From an optimization exercise on the open Yosys and OpenROAD flow, aimed at small area and a short achievable clock period; shortcuts taken in it are not production practice.
Only simulation tests tie the RTL to the original design; equivalence was not proved.
Power is estimated from default activity; no workload was simulated.

Setup of trial 12:
==> flow/design.v (excerpt) <==
module mips (
	input clk,
	input rst,
	output [31:0] imem_addr,
	input [31:0] imem_data,
	output [7:0] dmem_addr,
	output [31:0] dmem_wdata,
	output dmem_we,
	output dmem_re,
	output dmem_byte,
	input [31:0] dmem_rdata
);
For scale: ~3,800 cells after synthesis, roughly 140 I/O pins, about 50,000 um^2 of cells after synthesis.
==> module mips, before the edit <==
module mips (
	input clk,
	input rst,
	output [31:0] imem_addr,
	input [31:0] imem_data,
	output [7:0] dmem_addr,
	output [31:0] dmem_wdata,
	output dmem_we,
	output dmem_re,
	output dmem_byte,
	input [31:0] dmem_rdata
);
	reg [31:2] pc;
	assign imem_addr = {pc, 2'b00};
	wire [5:0] op = imem_data[31:26];
	wire [4:0] rs = imem_data[25:21];
	wire [4:0] rt = imem_data[20:16];
	wire [4:0] rd = imem_data[15:11];
	wire [2:0] fn = imem_data[2:0];
	wire [15:0] imm = imem_data[15:0];
	wire [31:0] se = {{16{imm[15]}}, imm};
	wire r_type = (op == 6'b000000);
	wire addi   = (op == 6'b000010);
	wire subi   = (op == 6'b000011);
	wire andi   = (op == 6'b000100);
	wire ori    = (op == 6'b000101);
	wire slti   = (op == 6'b000111);
	wire move   = (op == 6'b100000);
	wire lw     = (op == 6'b001000);
	wire lb     = (op == 6'b001001);
	wire sw     = (op == 6'b010000);
	wire sb     = (op == 6'b010001);
	wire beq    = (op == 6'b100011);
	wire bne    = (op == 6'b100111);
	wire j      = (op == 6'b111000);
	wire jal    = (op == 6'b111001);
	wire reg_write = r_type | lw | lb | andi | ori | slti | addi | subi | move | jal;
	wire [4:0] wa = r_type ? rd : rt;
	wire r_add = fn[1] & ~fn[0];
	wire r_sub = fn[1] & fn[0] & ~fn[2];
	wire r_slt = fn[1] & fn[0] & fn[2];
	wire r_or  = ~fn[1] & fn[0] & fn[2];
	wire use_rt  = r_type | beq | bne;
	wire do_sub  = r_type ? (fn[1] & fn[0]) : (subi | slti | beq | bne);
	wire res_or  = r_type ? r_or : ori;
	wire res_slt = r_type ? r_slt : slti;
	wire res_sum = r_type ? fn[1] & ~(fn[2] & fn[0]) : (addi | subi | move);
	wire [31:0] q [0:31];
	assign q[0] = 32'b0;
	wire [31:0] wd;
	wire [31:0] wd_r = rst ? 32'b0 : wd;
	genvar gi;
	generate
		for (gi = 1; gi < 32; gi = gi + 1) begin : g_reg
			wire en = rst | (reg_write & (wa == gi));
			reg [31:0] r;
			always @(posedge clk)
				if (en) r <= wd_r;
			assign q[gi] = r;
		end
	endgenerate
	wire [32*31-1:0] q_all;
	wire [8*31-1:0]  q_lo;
	wire [24*31-1:0] q_hi;
	genvar gk;
	generate
		for (gk = 1; gk < 32; gk = gk + 1) begin : g_flat
			assign q_all[32*gk-1 -: 32] = q[gk];
			assign q_lo[8*gk-1 -: 8]    = q[gk][7:0];
			assign q_hi[24*gk-1 -: 24]  = q[gk][31:8];
		end
	endgenerate
	wire [31:0] a, rtv;
	wire [31:1] hot_a_lo, hot_a_hi, hot_b;
	rf_dec u_dec_a_lo (.sel(rs), .hot(hot_a_lo));
	rf_dec u_dec_a_hi (.sel(rs), .hot(hot_a_hi));
	rf_dec u_dec_b    (.sel(rt), .hot(hot_b));
	rf_mux #(.W(8))  u_rd_a_lo (.hot(hot_a_lo), .q(q_lo),  .d(a[7:0]));
	rf_mux #(.W(24)) u_rd_a_hi (.hot(hot_a_hi), .q(q_hi),  .d(a[31:8]));
	rf_mux #(.W(32)) u_rd_b    (.hot(hot_b),    .q(q_all), .d(rtv));
	wire [31:0] b = use_rt ? rtv : se;
	wire [31:0] bx = b ^ {32{do_sub}};
	wire [31:0] sum;
	ks_add #(.W(32), .L(5)) u_alu_add (.x(a), .y(bx), .ci(do_sub), .s(sum));
	wire lt = (a[31] ^ b[31]) ? a[31] : sum[31];
	wire [31:0] res = res_sum ? sum :
	                  res_slt ? {31'b0, lt} :
	                  res_or  ? (a | b) : (a & b);
	assign wd = lw ? dmem_rdata :
	            lb ? {{24{dmem_rdata[7]}}, dmem_rdata[7:0]} : res;
	ks_add #(.W(8), .L(3)) u_addr_add (.x(a[7:0]), .y(imm[7:0]), .ci(1'b0), .s(dmem_addr));
	assign dmem_wdata = rtv;
	assign dmem_we    = sw | sb;
	assign dmem_re    = lw | lb;
	assign dmem_byte  = sb | lb;
	wire z = ~a[31] & (sum[31] | (a == rtv));
	wire take = (beq & z) | (bne & ~z);
	wire [31:2] pc4 = pc + 30'd1;
	wire [31:2] pcb = pc4 + se[29:0];
	always @(posedge clk) begin
		if (rst)
			pc <= 30'b0;
		else if (j | jal)
			pc <= {pc[31:28], imem_data[25:0]};
		else if (take)
			pc <= pcb;
		else
			pc <= pc4;
	end
endmodule
==> module ks_add, before the edit <==
module ks_add #(parameter W = 32, parameter L = 5) (
	input  [W-1:0] x,
	input  [W-1:0] y,
	input          ci,
	output [W-1:0] s
);
	wire [W-1:0] g [0:L];
	wire [W-1:0] p [0:L];
	wire [W-1:0] hp = x ^ y;
	assign g[0] = (x & y) | {{(W-1){1'b0}}, hp[0] & ci};
	assign p[0] = hp;
	genvar l, k;
	generate
		for (l = 0; l < L; l = l + 1) begin : g_lvl
			for (k = 0; k < W; k = k + 1) begin : g_bit
				if (k >= (1 << l)) begin : g_op
					assign g[l+1][k] = g[l][k] | (p[l][k] & g[l][k - (1 << l)]);
					assign p[l+1][k] = p[l][k] & p[l][k - (1 << l)];
				end else begin : g_pass
					assign g[l+1][k] = g[l][k];
					assign p[l+1][k] = p[l][k];
				end
			end
		end
	endgenerate
	assign s = hp ^ {g[L][W-2:0], ci};
endmodule
make LEC_CHECK=0 CAP_MARGIN=20 CORE_MARGIN=2 CORE_UTILIZATION=45 SETUP_SLACK_MARGIN=2.5 SLEW_MARGIN=20 SYNTH_HIERARCHICAL=1 finish   # period 9.0 ns
run.sh (not shown) runs the stock make flow with config.mk's settings and CLKGATE_MAP_FILE= SYNTH_SCRIPT=/design/flow/synth_recipe.tcl, a recipe that flattens the netlist after the stock synthesis.
Setup changes, trial 12 to build 52
-- flow/design.v --
<<< trial 12, line 82
	wire [31:0] bx = b ^ {32{do_sub}};
	wire [31:0] sum;
	ks_add #(.W(32), .L(5)) u_alu_add (.x(a), .y(bx), .ci(do_sub), .s(sum));
	wire lt = (a[31] ^ b[31]) ? a[31] : sum[31];
	wire [31:0] res = res_sum ? sum :
>>> build 52, line 82
	wire [31:0] bx = b ^ {32{do_sub}};
	wire [31:0] sum;
	wire [31:0] alu_c;
	ks_carry #(.W(32), .L(5)) u_alu_carry (.x(a), .y(bx), .ci(do_sub), .c(alu_c));
	assign sum = a ^ bx ^ alu_c;
	wire lt = (a[31] ^ b[31]) ? a[31] : sum[31];
	wire [31:0] res = res_sum ? sum :
<<< trial 12, line 89
	assign wd = lw ? dmem_rdata :
	            lb ? {{24{dmem_rdata[7]}}, dmem_rdata[7:0]} : res;
	ks_add #(.W(8), .L(3)) u_addr_add (.x(a[7:0]), .y(imm[7:0]), .ci(1'b0), .s(dmem_addr));
	assign dmem_wdata = rtv;
	assign dmem_we    = sw | sb;
>>> build 52, line 91
	assign wd = lw ? dmem_rdata :
	            lb ? {{24{dmem_rdata[7]}}, dmem_rdata[7:0]} : res;
	wire [7:0] addr_c;
	ks_carry #(.W(8), .L(3)) u_addr_carry (.x(a[7:0]), .y(imm[7:0]), .ci(1'b0), .c(addr_c));
	assign dmem_addr = a[7:0] ^ imm[7:0] ^ addr_c;
	assign dmem_wdata = rtv;
	assign dmem_we    = sw | sb;
<<< trial 12, line 109
	end
endmodule
module ks_add #(parameter W = 32, parameter L = 5) (
	input  [W-1:0] x,
	input  [W-1:0] y,
	input          ci,
	output [W-1:0] s
);
	wire [W-1:0] g [0:L];
	wire [W-1:0] p [0:L];
	wire [W-1:0] hp = x ^ y;
	assign g[0] = (x & y) | {{(W-1){1'b0}}, hp[0] & ci};
	assign p[0] = hp;
	genvar l, k;
	generate
>>> build 52, line 113
	end
endmodule
module ks_carry #(parameter W = 32, parameter L = 5) (
	input  [W-1:0] x,
	input  [W-1:0] y,
	input          ci,
	output [W-1:0] c
);
	wire [W-1:0] g [0:L];
	wire [W-1:0] p [0:L];
	assign g[0] = {x[W-2:0] & y[W-2:0], ci};
	assign p[0] = {x[W-2:0] | y[W-2:0], 1'b0};
	genvar l, k;
	generate
<<< trial 12, line 134
		end
	endgenerate
	assign s = hp ^ {g[L][W-2:0], ci};
endmodule
module rf_dec (
>>> build 52, line 137
		end
	endgenerate
	assign c = g[L];
endmodule
module rf_dec (
## What came out
- Of trial 12 and build 52, trial 12 shows the higher number of inverters outside the clock class in the layout, with build 52 below it.
- Multi-input logic area: build 52 > trial 12
- Average wire per cell in the routed design for build 52 is higher than for trial 12.
- Between trial 12 and build 52, the difference in wire length is negligible.
- Between trial 12 and build 52, the flow reports tap cell instance count decreasing by a few percent.
- When build 52 is set beside trial 12, its smallest hold slack turns out to be 0.0053 ns smaller.
- Looking at number of multi-input logic gates, build 52 sits below trial 12.
- On final area, build 52 does worse than trial 12.
- Compared build 52 against trial 12; via count within noise.
- Status: power parity (trial 12, build 52)
- Sequential fraction of total cell area | build 52 below trial 12
- Sort trial 12 and build 52 by area growth from synthesis to layout, descending, and build 52 comes first.
- Diff trial 12..build 52 | reported combinational group power | negligible

## port drivers added, routing unchanged
The results above use ideal ports. As a check the final layouts listed here were re-extracted and re-timed, cells and wires unchanged.
Step 1 (the two cells are an assumption about what drives the block):
set clk [get_ports {clk}]
set_driving_cell -lib_cell sky130_fd_sc_hd__clkbuf_16 $clk
set_driving_cell -lib_cell sky130_fd_sc_hd__buf_2 [delete_from_list [all_inputs] $clk]
Step 2 also shifts input and output timing later by t, the mid clock arrival at the registers, as if the neighbouring blocks saw the same clock.
Slacks: ideal / step 1 / step 2; pairs: ideal / step 1.
run | shift t [ns] | setup WS [ns] | worst hold slack (ns) | pins driven straight from the clock port
trial 12 | 0.774 | 1.916 / 1.869 / 1.364 | 0.623 / 0.623 / 0.623 | 1
build 52 | 0.781 | 1.406 / 1.432 / 0.651 | 0.618 / 0.618 / 0.618 | 1
After both steps every run listed still meets setup and hold. The setup slack of build 52, which loses most, moves by +0.026 ns with the drivers and by -0.755 ns with both steps.
